This is an optimization exercise on Yosys and OpenROAD, whose aim is small area, a short achievable clock period and few clock cycles, not a production implementation. Only simulation tests tie the RTL to the original design; equivalence was not proved.

lane 5:
==> flow/design.v (excerpt) <==
module cpu3 #(parameter WORD_W = 8, OP_W = 3)
             (input logic clock, n_reset,
              input logic [WORD_W-1:0] switches,
              input logic [WORD_W-1:0] Idata,
              output logic [WORD_W-OP_W-1:0] Iaddress,
              output logic [6:0] disp0, disp1);
For scale: ~240 flip-flops, about 12000 um2 of cells after synthesis.
==> module cpu3, before the edit <==
module cpu3 #(parameter WORD_W = 8, OP_W = 3)
             (input logic clock, n_reset,
              input logic [WORD_W-1:0] switches,
              input logic [WORD_W-1:0] Idata,
              output logic [WORD_W-OP_W-1:0] Iaddress,
              output logic [6:0] disp0, disp1);
localparam A_W = WORD_W - OP_W;
logic do_load, do_loadr, do_store, do_add, do_dbl, do_sub, do_xor, do_loadi,
      do_keep;
logic [A_W-1:0]    Daddress;
logic [WORD_W-1:0] Mreg;
logic [A_W-1:0]    Aaddr_n;
logic [WORD_W-1:0] A, A_next, Mdata, Ndata, digits, sum, b, x, k;
logic [WORD_W:0]   g0, p0, g1, p1, g2, p2, g3;
logic [OP_W-1:0]   fop;
logic [A_W-1:0]    fadr;
logic              z_next, taken, fwd, stall;
dmem #(.WORD_W(WORD_W), .OP_W(OP_W)) dmem0
  (.Mdata(Mdata), .Ndata(Ndata), .digits(digits), .Wdata(A), .switches(switches),
   .Raddress(fadr), .Naddress(~Aaddr_n), .Waddress(Daddress), .WE(do_store),
   .clock(clock));
assign b = Mreg ^ {WORD_W{do_sub}};
assign g0 = {A & b, do_sub};
assign p0 = {A | b, 1'b0};
assign g1 = {g0[WORD_W:1] | (p0[WORD_W:1] & g0[WORD_W-1:0]), g0[0]};
assign p1 = {p0[WORD_W:1] & p0[WORD_W-1:0], p0[0]};
assign g2 = {g1[WORD_W:2] | (p1[WORD_W:2] & g1[WORD_W-2:0]), g1[1:0]};
assign p2 = {p1[WORD_W:2] & p1[WORD_W-2:0], p1[1:0]};
assign g3 = {g2[WORD_W:4] | (p2[WORD_W:4] & g2[WORD_W-4:0]), g2[3:0]};
assign sum = A ^ b ^ g3[WORD_W-1:0];
assign x = A ^ Mreg;
assign A_next = ({WORD_W{do_load}} & Mreg)
              | ({WORD_W{do_loadr}} & Ndata)
              | ({WORD_W{do_add || do_sub}} & sum)
              | ({WORD_W{do_dbl}} & {A[WORD_W-2:0], 1'b0})
              | ({WORD_W{do_xor}} & x)
              | ({WORD_W{do_loadi}} & {{OP_W{1'b0}}, Daddress})
              | ({WORD_W{do_keep}} & A);
assign k = {A[WORD_W-2:0] | Mreg[WORD_W-2:0], 1'b0};
always_comb
  if (do_add)
    z_next = (x == k);
  else if (do_sub || do_xor)
    z_next = (x == 0);
  else if (do_load)
    z_next = (Mreg == 0);
  else if (do_loadi)
    z_next = (Daddress == 0);
  else if (do_keep)
    z_next = (A == 0);
  else if (do_dbl)
    z_next = (A[WORD_W-2:0] == 0);
  else
    z_next = 1'b1;
always_ff @(posedge clock, negedge n_reset)
  if (!n_reset)
    begin
    A <= '0;
    Aaddr_n <= '1;
    end
  else
    begin
    A <= A_next;
    Aaddr_n <= ~A_next[A_W-1:0];
    end
assign fop = Idata[WORD_W-1:A_W];
assign fadr = Idata[A_W-1:0];
assign stall = (fop == 3'b100) && do_loadr;
assign taken = (fop == 3'b100) && !z_next;
assign fwd = do_store && (Daddress == fadr) && (fadr == 0 || (fadr >= 9 && fadr <= 30));
always_ff @(posedge clock, negedge n_reset)
  if (!n_reset)
    begin
    Iaddress <= '0;
    do_load  <= 1'b0;
    do_loadr <= 1'b0;
    do_store <= 1'b0;
    do_add   <= 1'b0;
    do_dbl   <= 1'b0;
    do_sub   <= 1'b0;
    do_xor   <= 1'b0;
    do_loadi <= 1'b0;
    do_keep  <= 1'b0;
    end
  else
    begin
    if (!stall)
      Iaddress <= taken ? fadr : Iaddress + 1'b1;
    do_load  <= (fop == 3'b000) && !fwd;
    do_loadr <= (fop == 3'b111);
    do_store <= (fop == 3'b001);
    do_add   <= (fop == 3'b010) && !fwd;
    do_dbl   <= (fop == 3'b010) && fwd;
    do_sub   <= (fop == 3'b011) && !fwd;
    do_xor   <= (fop == 3'b110) && !fwd;
    do_loadi <= (fop == 3'b101);
    do_keep  <= (fop == 3'b001) || (fop == 3'b100) || ((fop == 3'b000) && fwd);
    end
always_ff @(posedge clock)
  begin
  Daddress <= fadr;
  Mreg <= Mdata;
  end
sevenseg d0 (.digit(digits[3:0]), .seg(disp0));
sevenseg d1 (.digit(digits[7:4]), .seg(disp1));
endmodule
Settings: LEC_CHECK=0, ABC_AREA=1, CAP_MARGIN=20, CORE_MARGIN=2, CORE_UTILIZATION=60, CTS_BUF_LIST=sky130_fd_sc_hd__clkbuf_8, CTS_CLUSTER_DIAMETER=50, CTS_CLUSTER_SIZE=16, PLACE_DENSITY=0.7, SETUP_SLACK_MARGIN=3.8, SLEW_MARGIN=20; clock period 6.0 ns.
run.sh (not shown) runs the stock make flow with config.mk's settings and CLKGATE_MAP_FILE= SYNTH_SCRIPT=/design/flow/synth_recipe.tcl, a recipe that flattens the netlist after the stock synthesis.
Lane 5 has completed all stages; timing, DRC and antenna checks passed.
Testbench counts of lane 5, summed over its fixed seeds: cycles 80,948.
What lane 3 does differently from lane 5 at the input level:
-- flow/design.v --
<<< lane 5, line 229
logic [A_W-1:0]    Daddress;
logic [WORD_W-1:0] Mreg;
logic [A_W-1:0]    Aaddr_n;
logic [WORD_W-1:0] A, A_next, Mdata, Ndata, digits, sum, b, x, k;
logic [WORD_W:0]   g0, p0, g1, p1, g2, p2, g3;
>>> lane 3, line 229
logic [A_W-1:0]    Daddress;
logic [WORD_W-1:0] Mreg;
logic [A_W-1:0]    Aaddr;
logic [WORD_W-1:0] A, A_next, Mdata, Ndata, digits, sum, b, x, k;
logic [WORD_W:0]   g0, p0, g1, p1, g2, p2, g3;
<<< lane 5, line 237
dmem #(.WORD_W(WORD_W), .OP_W(OP_W)) dmem0
  (.Mdata(Mdata), .Ndata(Ndata), .digits(digits), .Wdata(A), .switches(switches),
   .Raddress(fadr), .Naddress(~Aaddr_n), .Waddress(Daddress), .WE(do_store),
   .clock(clock));
assign b = Mreg ^ {WORD_W{do_sub}};
>>> lane 3, line 237
dmem #(.WORD_W(WORD_W), .OP_W(OP_W)) dmem0
  (.Mdata(Mdata), .Ndata(Ndata), .digits(digits), .Wdata(A), .switches(switches),
   .Raddress(fadr), .Naddress(Aaddr), .Waddress(Daddress), .WE(do_store),
   .clock(clock));
assign b = Mreg ^ {WORD_W{do_sub}};
<<< lane 5, line 274
always_ff @(posedge clock, negedge n_reset)
  if (!n_reset)
    begin
    A <= '0;
    Aaddr_n <= '1;
    end
  else
    begin
    A <= A_next;
    Aaddr_n <= ~A_next[A_W-1:0];
    end
assign fop = Idata[WORD_W-1:A_W];
assign fadr = Idata[A_W-1:0];
>>> lane 3, line 274
always_ff @(posedge clock, negedge n_reset)
  if (!n_reset)
    A <= '0;
  else
    A <= A_next;
always_ff @(posedge clock)
  Aaddr <= A_next[A_W-1:0];
assign fop = Idata[WORD_W-1:A_W];
assign fadr = Idata[A_W-1:0];
Findings:
- In the tables for lane 3 and lane 5, final clock period utilization by the worst path reads lower with lane 5.
- Sort lane 3 and lane 5 by worst path setup slack after routing, ascending, and lane 3 comes first.
- Summary of lane 3 over lane 5: post-placement cell area shows a reduction of 140 um2; area share of buffers outside the clock network shows an increase of 0.33 points; critical path's largest stage delay shows an increase of 20 ps.
Testbench counts of lane 3, summed over its fixed seeds: cycles 80,948.

what the ideal ports hide:
The results above use ideal ports. As a check the final layouts listed here were re-extracted and re-timed, cells and wires unchanged. Step 1 (the two cells are an assumption about what drives the block):
set clk [get_ports {clock}]
set_driving_cell -lib_cell sky130_fd_sc_hd__clkbuf_16 $clk
set_driving_cell -lib_cell sky130_fd_sc_hd__buf_2 [delete_from_list [all_inputs] $clk]
Step 2 moves the port delays by t, midway between the first and last clock arrival at a register: inputs arrive t later, outputs are due t later. That takes back most of the time a late clock gives input paths. a / b / c = ideal ports / drivers / drivers and shift; a / b = the first two.
run	t, ns	slack for setup (ns)	worst slew at a driven data input, ns	pins driven straight from the clock port
lane 5	0.639	3.657 / 3.610 / 3.172	0.07	1
lane 3	0.650	3.608 / 3.561 / 3.042	0.16	1
After both steps setup and hold are still met in every run listed. For lane 3, which loses most, drivers alone change the setup slack by -0.047 ns; drivers and shift together by -0.566 ns.
